This is an optimization exercise on Yosys and OpenROAD, whose aim is small area, a short achievable clock period and few clock cycles per item, not a production implementation. Only the layout flow was run in this run; the RTL was not checked for function there. Power is estimated from default activity; no workload was simulated.

===== flow/config.mk =====
export PLATFORM = sky130hd
export DESIGN_NAME = proc
export DESIGN_NICKNAME = proc
export VERILOG_FILES = /design/flow/design.v
export SDC_FILE = /design/flow/constraint.sdc
export NUM_CORES = 4
export LEC_CHECK = 0
export CAP_MARGIN = 20
export CORE_MARGIN = 2
export CORE_UTILIZATION = 40
export SLEW_MARGIN = 20

===== flow/constraint.sdc =====
create_clock -name core_clock -period 20.0 [get_ports {clk}]
set_input_delay 4.0000 -clock core_clock [delete_from_list [all_inputs] [get_ports {clk}]]
set_output_delay 4.0000 -clock core_clock [all_outputs]
set_load 0.01 [all_outputs]

===== flow/design.v =====
`timescale 1ns / 1ps
module proc
#(
    parameter ID = 1
)
(
    input clk,
    input res,
    input         instr_gnt,
    input         instr_r_valid,
    input  [31:0] instr_read,
    output        instr_req,
    output [31:0] instr_addr,
    input         data_gnt,
    input         data_r_valid,
    input  [31:0] data_read,
    output        data_req,
    output        data_write_enable,
    output [3:0]  data_be,
    output [31:0] data_addr,
    output [31:0] data_write
);
    localparam [29:0] RESET_PC = 30'h0680_0000;  
    wire        d_adv;         
    wire        e_adv;         
    wire        e_redirect;    
    wire [29:0] e_target;
    reg  [29:0] pc_d;          
    reg  [29:0] pc_f;
    reg  [1:0]  inf;           
    reg  [1:0]  dead;          
    reg         req_hold;      
    reg         pend_dead;     
    reg         resync;        
    reg  [1:0]  ib_cnt;
    reg  [31:0] ib0, ib1;
    wire [1:0] live = inf - dead;
    wire can_fetch = ((ib_cnt == 2'd2) ? (live == 2'd0) : (live <= 2'd1)) && (inf != 2'd3);
    assign instr_req  = req_hold | (~resync & can_fetch);
    assign instr_addr = {pc_f, 2'b00};
    wire pending   = instr_req & ~instr_gnt;
    wire grant     = instr_req & instr_gnt;
    wire r_dead    = instr_r_valid & (dead != 2'd0);
    wire r_live    = instr_r_valid & (dead == 2'd0);
    wire overflow  = r_live & (ib_cnt == 2'd2) & ~d_adv;
    wire redirect  = e_redirect | overflow;
    wire [1:0] inf_n = inf + {1'b0, grant} - {1'b0, instr_r_valid};
    wire push      = r_live & ~redirect;
    always @(posedge clk) begin
        if (res) begin
            pc_f      <= RESET_PC;
            inf       <= 2'd0;
            dead      <= 2'd0;
            req_hold  <= 1'b0;
            pend_dead <= 1'b0;
            resync    <= 1'b0;
        end else begin
            req_hold <= pending;
            inf      <= inf_n;
            if (redirect)
                dead <= inf_n;
            else
                dead <= dead + {1'b0, grant & pend_dead} - {1'b0, r_dead};
            if (pending & redirect)
                pend_dead <= 1'b1;
            else if (grant)
                pend_dead <= 1'b0;
            if (pending) begin
                if (redirect) resync <= 1'b1;
            end else if (e_redirect) begin
                pc_f   <= e_target;
                resync <= 1'b0;
            end else if (overflow | resync) begin
                pc_f   <= pc_d + {28'd0, ib_cnt};
                resync <= 1'b0;
            end else if (grant) begin
                pc_f <= pc_f + 30'd1;
            end
        end
    end
    always @(posedge clk) begin
        if (res)
            ib_cnt <= 2'd0;
        else if (e_redirect)
            ib_cnt <= 2'd0;
        else
            ib_cnt <= ib_cnt - {1'b0, d_adv} + {1'b0, push};
    end
    always @(posedge clk) begin
        if (d_adv | (ib_cnt == 2'd0))
            ib0 <= (ib_cnt == 2'd2) ? ib1 : instr_read;
        if ((ib_cnt == 2'd1 & ~d_adv) | (ib_cnt == 2'd2 & d_adv))
            ib1 <= instr_read;
    end
    always @(posedge clk) begin
        if (res)
            pc_d <= RESET_PC;
        else if (e_redirect)
            pc_d <= e_target;
        else if (d_adv)
            pc_d <= pc_d + 30'd1;
    end
    reg         e_valid, e_we, e_load, e_store, e_mul, e_br, e_jal, e_jalr, e_sub;
    reg         e_fwa, e_fwb, e_fws, e_link, e_csr_lo, e_csr_hi;
    reg  [2:0]  e_f3;
    reg  [3:0]  e_alu;         
    reg         e_sra;
    reg  [4:0]  e_rd;
    reg  [31:0] e_a, e_b, e_s;
    reg  [29:0] e_tgt;
    reg         m_valid, m_we, m_load, m_store, m_two, m_gdone, m_rcv;
    reg  [4:0]  m_rd;
    reg  [31:0] m_res;         
    reg  [3:0]  m_be, m_behi;
    reg  [31:0] m_wdata;
    reg  [2:0]  m_lt;
    reg  [1:0]  m_off;
    reg         w_valid, w_we, w_load, w_two;
    reg  [4:0]  w_rd;
    reg  [31:0] w_res;
    reg  [1:0]  w_need;
    reg  [2:0]  w_lt;
    reg  [1:0]  w_off;
    reg  [31:0] lo_buf;
    wire        wb_en;
    wire [31:0] wb_data;
    reg  [31:1] rfv;
    wire [31:0] rq [0:31];
    assign rq[0] = 32'd0;
    genvar gi;
    generate
        for (gi = 1; gi < 32; gi = gi + 1) begin : g_rf
            reg [31:0] r;
            always @(posedge clk)
                if (wb_en && w_rd == gi) r <= wb_data;
            assign rq[gi] = r;
        end
    endgenerate
    always @(posedge clk) begin
        if (res)
            rfv <= 31'd0;
        else if (wb_en)
            rfv[w_rd] <= 1'b1;
    end
    wire [31:0] inst = ib0;
    wire        d_valid = (ib_cnt != 2'd0);
    wire [4:0]  opc = inst[6:2];
    wire [2:0]  f3  = inst[14:12];
    wire [4:0]  rs1 = inst[19:15];
    wire [4:0]  rs2 = inst[24:20];
    wire [4:0]  rd  = inst[11:7];
    wire is_load  = (opc == 5'b00000);
    wire is_opimm = (opc == 5'b00100);
    wire is_auipc = (opc == 5'b00101);
    wire is_store = (opc == 5'b01000);
    wire is_op    = (opc == 5'b01100);
    wire is_lui   = (opc == 5'b01101);
    wire is_br    = (opc == 5'b11000);
    wire is_jalr  = (opc == 5'b11001);
    wire is_jal   = (opc == 5'b11011);
    wire is_sys   = (opc == 5'b11100);
    wire is_mul   = is_op & inst[25];
    wire use_rs1 = is_op | is_opimm | is_load | is_store | is_br | is_jalr;
    wire use_rs2 = is_op | is_br | is_store;
    wire d_we    = (rd != 5'd0) & (is_op | is_opimm | is_lui | is_auipc | is_jal |
                                   is_jalr | is_load | (is_sys & (f3 != 3'd0)));
    wire [31:0] sel1 = (32'd1 << rs1) & {rfv, 1'b0};
    wire [31:0] sel2 = (32'd1 << rs2) & {rfv, 1'b0};
    reg  [31:0] rf1, rf2;
    integer k;
    always @* begin
        rf1 = 32'd0;
        rf2 = 32'd0;
        for (k = 1; k < 32; k = k + 1) begin
            rf1 = rf1 | ({32{sel1[k]}} & rq[k]);
            rf2 = rf2 | ({32{sel2[k]}} & rq[k]);
        end
    end
    wire e_fw  = e_valid & e_we & ~e_load;
    wire m_fw  = m_valid & m_we & ~m_load;
    wire w_fw  = w_valid & w_we;
    wire fwe1  = e_fw && e_rd == rs1;
    wire fwe2  = e_fw && e_rd == rs2;
    wire [31:0] rs1v = (m_fw && m_rd == rs1) ? m_res :
                       (w_fw && w_rd == rs1) ? wb_data : rf1;
    wire [31:0] rs2v = (m_fw && m_rd == rs2) ? m_res :
                       (w_fw && w_rd == rs2) ? wb_data : rf2;
    wire e_ld = e_valid & e_load & e_we;
    wire m_ld = m_valid & m_load & m_we;
    wire w_ld = w_valid & w_load & w_we & ~(data_r_valid & (w_need == 2'd1));
    wire hz1  = (e_ld && e_rd == rs1) | (m_ld && m_rd == rs1) | (w_ld && w_rd == rs1);
    wire hz2  = (e_ld && e_rd == rs2) | (m_ld && m_rd == rs2) | (w_ld && w_rd == rs2);
    wire hazard = (use_rs1 & hz1) | (use_rs2 & hz2);
    wire [31:0] imm_i = {{20{inst[31]}}, inst[31:20]};
    wire [31:0] imm_s = {{20{inst[31]}}, inst[31:25], inst[11:7]};
    wire [31:0] imm_b = {{19{inst[31]}}, inst[31], inst[7], inst[30:25], inst[11:8], 1'b0};
    wire [31:0] imm_u = {inst[31:12], 12'd0};
    wire [31:0] imm_j = {{11{inst[31]}}, inst[31], inst[19:12], inst[20], inst[30:21], 1'b0};
    wire [29:0] pc_inc = pc_d + 30'd1;
    wire [29:0] d_tgt  = pc_d + (is_jal ? imm_j[31:2] : imm_b[31:2]);
    wire [31:0] d_a = is_lui ? 32'd0 : is_auipc ? {pc_d, 2'b00} : rs1v;
    wire [31:0] d_b = (is_op | is_br) ? rs2v :
                      (is_lui | is_auipc) ? imm_u :
                      is_store ? imm_s : imm_i;
    wire [31:0] d_s = (is_jal | is_jalr) ? {pc_inc, 2'b00} : rs2v;
    wire [3:0]  d_alu = (is_op | is_opimm) ? {1'b0, f3} : 4'd0;
    wire        d_sub = is_br | ((is_op | is_opimm) & (f3 == 3'b010 | f3 == 3'b011)) |
                        (is_op & inst[30] & (f3 == 3'b000));
    wire d_stall = hazard;
    wire e_free;
    assign d_adv = d_valid & ~d_stall & e_free;
    always @(posedge clk) begin
        if (res)
            e_valid <= 1'b0;
        else if (e_free)
            e_valid <= d_adv & ~e_redirect;
    end
    always @(posedge clk) begin
        if (e_free) begin
            e_we     <= d_we;
            e_load   <= is_load;
            e_store  <= is_store;
            e_mul    <= is_mul;
            e_br     <= is_br;
            e_jal    <= is_jal;
            e_jalr   <= is_jalr;
            e_sub    <= d_sub;
            e_alu    <= d_alu;
            e_sra    <= inst[30];
            e_f3     <= f3;
            e_rd     <= rd;
            e_fwa    <= use_rs1 & ~is_lui & ~is_auipc & fwe1;
            e_fwb    <= (is_op | is_br) & fwe2;
            e_fws    <= ~is_jal & ~is_jalr & fwe2;
            e_link   <= is_jal | is_jalr;
            e_csr_lo <= is_sys & (inst[31:20] == 12'hC02);
            e_csr_hi <= is_sys & (inst[31:20] == 12'hC82);
            e_a      <= is_sys ? ((inst[31:20] == 12'hF14) ? ID : 32'd0) : d_a;
            e_b      <= is_sys ? 32'd0 : d_b;
            e_s      <= d_s;
            e_tgt    <= d_tgt;
        end
    end
    wire [31:0] a  = e_fwa ? m_res : e_a;
    wire [31:0] b  = e_fwb ? m_res : e_b;
    wire [31:0] sv = e_fws ? m_res : e_s;
    wire [32:0] sum33 = {1'b0, a} + {1'b0, b ^ {32{e_sub}}} + {32'd0, e_sub};
    wire [31:0] sum   = sum33[31:0];
    wire        ltu   = ~sum33[32];
    wire        lts   = (a[31] ^ b[31]) ? a[31] : sum[31];
    wire        eq    = (a == b);
    wire        shl   = (e_alu[2:0] == 3'b001);
    wire        sra   = e_sra & a[31] & ~shl;
    reg  [31:0] sh_in, sh_rev;
    integer j;
    always @* begin
        for (j = 0; j < 32; j = j + 1) sh_in[j] = shl ? a[31-j] : a[j];
    end
    wire [63:0] sh_wide = {{32{sra}}, sh_in} >> b[4:0];
    always @* begin
        for (j = 0; j < 32; j = j + 1) sh_rev[j] = shl ? sh_wide[31-j] : sh_wide[j];
    end
    reg [31:0] alu_res;
    always @* begin
        case (e_alu[2:0])
            3'b000: alu_res = sum;
            3'b001: alu_res = sh_rev;
            3'b010: alu_res = {31'd0, lts};
            3'b011: alu_res = {31'd0, ltu};
            3'b100: alu_res = a ^ b;
            3'b101: alu_res = sh_rev;
            3'b110: alu_res = a | b;
            default: alu_res = a & b;
        endcase
    end
    reg br_cond;
    always @* begin
        case ({e_f3[2], e_f3[1]})
            2'b00:   br_cond = eq;
            2'b10:   br_cond = lts;
            2'b11:   br_cond = ltu;
            default: br_cond = 1'b0;
        endcase
    end
    wire br_taken = e_br & (br_cond ^ e_f3[0]) & (e_f3[2] | ~e_f3[1]);
    reg  [63:0] instret;
    reg         inc_q;
    wire [63:0] instret_n = instret + {63'd0, inc_q};
    always @(posedge clk) begin
        if (res) begin
            instret <= 64'd0;
            inc_q   <= 1'b0;
        end else begin
            instret <= instret_n;
            inc_q   <= e_adv;
        end
    end
    reg  [2:0]  mcnt;
    reg  [31:0] ma, mb, macc;
    wire [31:0] mul_sum = macc + (mb[0] ? ma        : 32'd0) + (mb[1] ? ma << 1 : 32'd0) +
                                 (mb[2] ? ma << 2 : 32'd0) + (mb[3] ? ma << 3 : 32'd0) +
                                 (mb[4] ? ma << 4 : 32'd0) + (mb[5] ? ma << 5 : 32'd0) +
                                 (mb[6] ? ma << 6 : 32'd0) + (mb[7] ? ma << 7 : 32'd0);
    wire mul_go   = e_valid & e_mul;
    wire mul_last = (mcnt == 3'd4);
    wire m_free;
    assign e_adv   = e_valid & ~(e_mul & ~mul_last) & m_free;
    assign e_free  = ~e_valid | e_adv;
    always @(posedge clk) begin
        if (res)
            mcnt <= 3'd0;
        else if (e_adv)
            mcnt <= 3'd0;
        else if (mul_go & ~mul_last)
            mcnt <= mcnt + 3'd1;
    end
    always @(posedge clk) begin
        if (mul_go & ~mul_last) begin
            if (mcnt == 3'd0) begin
                ma   <= a;
                mb   <= b;
                macc <= 32'd0;
            end else begin
                ma   <= ma << 8;
                mb   <= mb >> 8;
                macc <= mul_sum;
            end
        end
    end
    wire [31:0] e_res = e_link   ? sv :
                        e_mul    ? mul_sum :
                        e_csr_lo ? instret_n[31:0] :
                        e_csr_hi ? instret_n[63:32] : alu_res;
    assign e_redirect = e_adv & (e_jal | e_jalr | br_taken);
    assign e_target   = e_jalr ? sum[31:2] : e_tgt;
    wire [1:0] off   = sum[1:0];
    wire [3:0] msk   = (e_f3[1:0] == 2'b00) ? 4'b0001 : (e_f3[1:0] == 2'b01) ? 4'b0011 : 4'b1111;
    wire [7:0] be8   = {4'b0000, msk} << off;
    reg  [31:0] st_rot;
    always @* begin
        case (off)
            2'd0: st_rot = sv;
            2'd1: st_rot = {sv[23:0], sv[31:24]};
            2'd2: st_rot = {sv[15:0], sv[31:16]};
            default: st_rot = {sv[7:0], sv[31:8]};
        endcase
    end
    wire m_mem   = m_load | m_store;
    assign data_req          = m_valid & m_mem & ~m_gdone;
    assign data_addr         = {m_res[31:2], 2'b00};
    assign data_be           = m_be;
    assign data_write        = m_wdata;
    assign data_write_enable = m_store;
    wire d_grant  = data_req & data_gnt;
    wire w_free;
    wire m_done   = ~m_mem | m_gdone | (d_grant & (m_behi == 4'd0));
    wire m_adv    = m_valid & m_done & w_free;
    assign m_free = ~m_valid | m_adv;
    wire resp_w   = data_r_valid & w_valid & w_load;
    wire resp_m   = data_r_valid & ~(w_valid & w_load);
    always @(posedge clk) begin
        if (res) begin
            m_valid <= 1'b0;
            m_gdone <= 1'b0;
            m_rcv   <= 1'b0;
        end else if (m_free) begin
            m_valid <= e_adv;
            m_gdone <= 1'b0;
            m_rcv   <= 1'b0;
        end else begin
            if (d_grant & (m_behi == 4'd0)) m_gdone <= 1'b1;
            if (resp_m) m_rcv <= 1'b1;
        end
    end
    always @(posedge clk) begin
        if (m_free) begin
            m_we    <= e_we;
            m_load  <= e_load;
            m_store <= e_store;
            m_rd    <= e_rd;
            m_res   <= (e_load | e_store) ? sum : e_res;
            m_be    <= be8[3:0];
            m_behi  <= be8[7:4];
            m_two   <= (be8[7:4] != 4'd0);
            m_wdata <= st_rot;
            m_lt    <= e_f3;
            m_off   <= off;
        end else if (d_grant & (m_behi != 4'd0)) begin
            m_res[31:2] <= m_res[31:2] + 30'd1;
            m_be        <= m_behi;
            m_behi      <= 4'd0;
        end
    end
    assign w_free = ~w_valid | ~w_load | (data_r_valid & (w_need == 2'd1));
    always @(posedge clk) begin
        if (res)
            w_valid <= 1'b0;
        else if (w_free)
            w_valid <= m_adv;
    end
    always @(posedge clk) begin
        if (w_free) begin
            w_we   <= m_we;
            w_load <= m_load;
            w_two  <= m_two;
            w_rd   <= m_rd;
            w_res  <= m_res;
            w_lt   <= m_lt;
            w_off  <= m_off;
            w_need <= (m_two ? 2'd2 : 2'd1) - {1'b0, m_rcv} - {1'b0, resp_m};
        end else if (resp_w) begin
            w_need <= w_need - 2'd1;
        end
        if (resp_m | (resp_w & (w_need == 2'd2)))
            lo_buf <= data_read;
    end
    reg [31:0] merged, ld_rot, ld_val;
    integer bi;
    always @* begin
        for (bi = 0; bi < 4; bi = bi + 1)
            merged[8*bi +: 8] = (w_two && bi >= w_off) ? lo_buf[8*bi +: 8] : data_read[8*bi +: 8];
        case (w_off)
            2'd0: ld_rot = merged;
            2'd1: ld_rot = {merged[7:0], merged[31:8]};
            2'd2: ld_rot = {merged[15:0], merged[31:16]};
            default: ld_rot = {merged[23:0], merged[31:24]};
        endcase
        case (w_lt)
            3'b000:  ld_val = {{24{ld_rot[7]}}, ld_rot[7:0]};
            3'b100:  ld_val = {24'd0, ld_rot[7:0]};
            3'b001:  ld_val = {{16{ld_rot[15]}}, ld_rot[15:0]};
            3'b101:  ld_val = {16'd0, ld_rot[15:0]};
            default: ld_val = ld_rot;
        endcase
    end
    assign wb_en   = w_valid & w_we & (~w_load | (data_r_valid & (w_need == 2'd1)));
    assign wb_data = w_load ? ld_val : w_res;
endmodule

===== flow/run.sh =====
#!/bin/bash
# synth_recipe.tcl (not shown) runs the flow's synth.tcl, then flattens the netlist and writes it again
# the make line also repeats each setting of config.mk as NAME=value (left out here)
make -C /OpenROAD-flow-scripts/flow DESIGN_CONFIG=/design/flow/config.mk WORK_HOME=/design/flow/orfs CLKGATE_MAP_FILE= SYNTH_SCRIPT=/design/flow/synth_recipe.tcl finish

==> summary.txt <==
- Horiz. Die Dim: 482.5 um
- Flop pwr share: 0.381
- Finished Core Util: 0.4537
- Final Hold Slack: 0.4683 ns
- Fin nets: 8537
- Status: finished clean
- DP Worst Slack: 9.951 ns
- Crit-path max FO: 62
- Logic pwr share: 0.354
- Switching Fraction: 0.3937
- Hold-fix buffers, CTS: 0
- Port Buffers: 166
- Cell taking the most area after synthesis: edfxtp_1
- Mapped Cells: 8112
- Post-Syn Area: 91570 um2
- RSZ-0062 raised after global routing: false
- Sink Count: 1637
- Hold/Removal Path Class: reg2reg
- DRC viols: 0
- Pwr Density: 123.1 nW/um2
- Critical path data arrival time: 10.04 ns
- Area share of the largest cell type after synthesis: 0.4801
- Worst path slowest cell: clkinv_2
- Simple-gate portion of the synthesized area: 0.1169
- Max-capacitance violation count: 0
- Critical Path RT: 20.76 ns
- Core Region: 227500 um2
- Crit Path Class: in2reg
- Vias in the first global route: 74270
- Least-Margin Pin Slew: 1.334 ns
- Async set-reset flop share out of synthesis: 0
- First-pass DRT Iterations: 13
- Max H-tree Level: 4
- Clock power share: 0.265
- Ports: 173
- Die area: 232800 um2
- Die height: 482.5 um
- Post-CTS sizing: 0
- DP HPWL: 283600 um
- DRT iter0 DRCs: 15120
- Mux contribution to synthesized area: 0.04874
- Main combinational cell family by area after synthesis: compound AO/OA/AOI/OAI gates
- Root buf cell: clkbuf_16
- Largest net degree at the start of global routing: 95
- Post-synth EDFFs: 1464
- Seq/Total Area, Yosys: 0.5179
- Worst skew pair latency: 0.90 ns
- Final Worst Setup Slack: 10.71 ns
- Seq cells post-synth: 1637
- Vias per cell: 6.988
- CTS max path bufs: 3
- Leakage power: 37.14 nW
- P_sw: 5.003 mW
- Max_slew headroom: 0.1041
- Synthesis warning total: 1
- CP peak stage delay: 0.73 ns
- Post-synthesis compound-gate area fraction: 0.1690
- Max Clock Skew: 0.07239 ns
- Average cell area after synthesis: 11.29 um2
- Gr usage total: 0.3717
- Adder-Cell Fraction of Synth Area: 0.06840
- Maximum VDD drop: 0.00007629 V
- Final hold violation count: 0
- Library cells used by synthesis: 90
- Pins Over Slew Limit: 0
- Synth top cells by count: 1464 x edfxtp_1, 604 x nand2_1, 541 x clkbuf_1
- Fill cell count: 20590
- Congestion Overflow GR: 0
- Most common cell in the netlist: edfxtp_1
- Final min period: 9.287 ns
- Critical path launch point type: input pin
- Starting Density: 0.4025
- Critical Path Sink Type: register
- Layout cells sized above 1: 0.1116
- Setup violations, final: 0
- Setup TNS: 0 ns
- CTS tree: built
- Area growth, synth to finish: 12.70%
- Routability congestion estimate: 1.021
- Dominant synthesized flop cell: edfxtp_1
- Critical path, cell by cell: clkdlybuf4s50_1 > a21boi_0 > o21a_2 > buf_4 > clkinv_2 > a21bo_4 > nand4_1 > and4_1 > nor2_4 > buf_4 > a21oi_1 > o22a_1 > buf_4 > nand2b_1 > o32a_1
- First-pass GRT wire length: 601200 um
- Post-CTS setup buffers: 0
- Vias: 78720
- Period utilization: 0.4644
- Cell Rows: 175
- Most used cell along the critical path: buf_4
- Post-Synth XOR/XNOR Area: 0.03510
- Clk slew on worst S/H paths: 0.06 ns
- Num CTS Buffers: 175
- Routed WL: 446000 um
- Antenna viol nets, final: 0
- Number of antenna violations at the first check in global routing: 42
- Synth area leaders: edfxtp_1 48%, fa_1 4.2%, dfxtp_1 3.8%, a22oi_1 2.9%, a221oi_1 2.9%
- Fmax: 107.7 MHz
- Average wire per standard cell: 39.59 um
- Int Pwr: 7.702 mW
[stage by stage]
stage                     cells  cell area (um2)  total power, mW
final                     11270           103200            12.70
after CTS                 11230           103100            12.45
after global placement    10910            97200            9.084
after detailed placement  10910            97230            9.146
after global routing      11240           103100            12.95
after floorplan            8115            91590            7.101
[critical path, delay by kind of cell]
kind	cells	cell delay, ns
and+or+nand+nor	4	1.35
AOI/OAI and AO/OA	6	2.11
buffers and inverters	5	2.48
[kinds of logic (layout without fill, tap and decap cells)]
group,count (synthesis),count (layout)
adders and majority gates,386,386
xor gates and xnor gates,367,367
muxes,375,375
other,1,35
buffers and inverters,1017,1127
and+or+nand+nor,2209,2209
DFF,1637,1637
AOI/OAI and AO/OA,2120,2120
[layout make-up]
| type | instances | area, um2 | area share |
|---|---|---|---|
| flip-flops and latches | 1637 | 47430 | 0.4595 |
| multi-input cells | 5461 | 40940 | 0.3966 |
| well taps | 3009 | 3765 | 0.03648 |
| diodes | 31 | 77.57 | 0.0007517 |
| clock buffers | 212 | 4663 | 0.04518 |
| inverters | 351 | 1319 | 0.01278 |
| repair buffers | 455 | 3845 | 0.03726 |
| clock inverters | 109 | 1175 | 0.01138 |
[flip-flops by register name, summed over array words and instances (netlist names), 30 cells and up]
signal / cells
pc_d: 30
e_b: 32
instret: 64
e_tgt: 30
e_a: 32
w_res: 32
rfv: 31
m_wdata: 32
macc: 32
ib1: 30
ma: 32
ib0: 30
g_rf.r: 992
pc_f: 30
m_res: 32
e_s: 32
mb: 32
lo_buf: 32
[routing by layer]
layer,up-vias,track usage,share of wire
met5,-,0.005310,0.00057
met4,27,0.2551,0.089
met3,1989,0.1540,0.16
met2,7345,0.5235,0.40
met1,38560,0.4614,0.35
li1,30790,-,-
[placed cells by master (no fill, tap or decap), types with 51 or more instances in the layout]
cell	n
a21oi_1	340
a221oi_1	299
fa_1	190
nand2_1	603
and2_1	194
nand4_1	154
a22oi_1	358
o211ai_1	54
nor3_1	131
clkdlybuf4s50_1	165
a222oi_1	67
a22o_1	274
buf_4	286
xnor2_1	225
nand3_1	185
a31oi_1	51
nor2_1	504
clkbuf_16	179
edfxtp_1	1464
dfxtp_1	173
and3_1	69
inv_1	341
nor2b_1	69
mux2_2	84
a211oi_1	109
o21ai_0	256
xor2_1	140
ha_1	195
mux2i_1	208
[final timing paths]
| kind | cells past startpoint | slack [ns] | startpoint | endpoint |
|---|---|---|---|---|
| setup reg to reg | 16 | 12.64 | e_fwa | pc_f[26] |
| setup / recovery | 15 | 10.71 | data_gnt | pc_f[26] |
| hold reg to reg | 2 | 0.47 | pend_dead | pend_dead |
| hold / removal | 2 | 0.47 | pend_dead | pend_dead |
[power groups by stage]
stage	logic (mW)	registers [mW]	clock network [mW]
2_1_floorplan	2.39	4.71	0
3_3_place_gp	4.20	4.88	0
3_5_place_dp	4.26	4.89	0
4_1_cts	4.27	4.82	3.36
5_1_grt	4.61	4.85	3.50
6_report	4.49	4.85	3.37

-- static timing again, ports no longer ideal --
No port has a modelled driver above. Below, the same layout with a new extraction and two added sets of constraints.
Step 1 sets driving cells, clkbuf_16 on the clock port and buf_2 on the other inputs (assumed; they add their load-dependent delay and slew).
Step 2 moves the port delays by t, midway between the first and last clock arrival at a register: inputs arrive t later, outputs are due t later. That takes back most of the time a late clock gives input paths.
a / b / c = ideal ports / drivers / drivers and shift; a / b = the first two.
t (ns): 0.969
setup slack, ns: 10.713 / 10.721 / 9.752
worst setup path after step 2: input to register
worst register clock-pin slew, ns: 0.07 / 0.07
pins driven straight from the clock port: 1
After both steps this run still meets setup and hold. For this run, drivers alone change the setup slack by +0.008 ns; drivers and shift together by -0.961 ns.
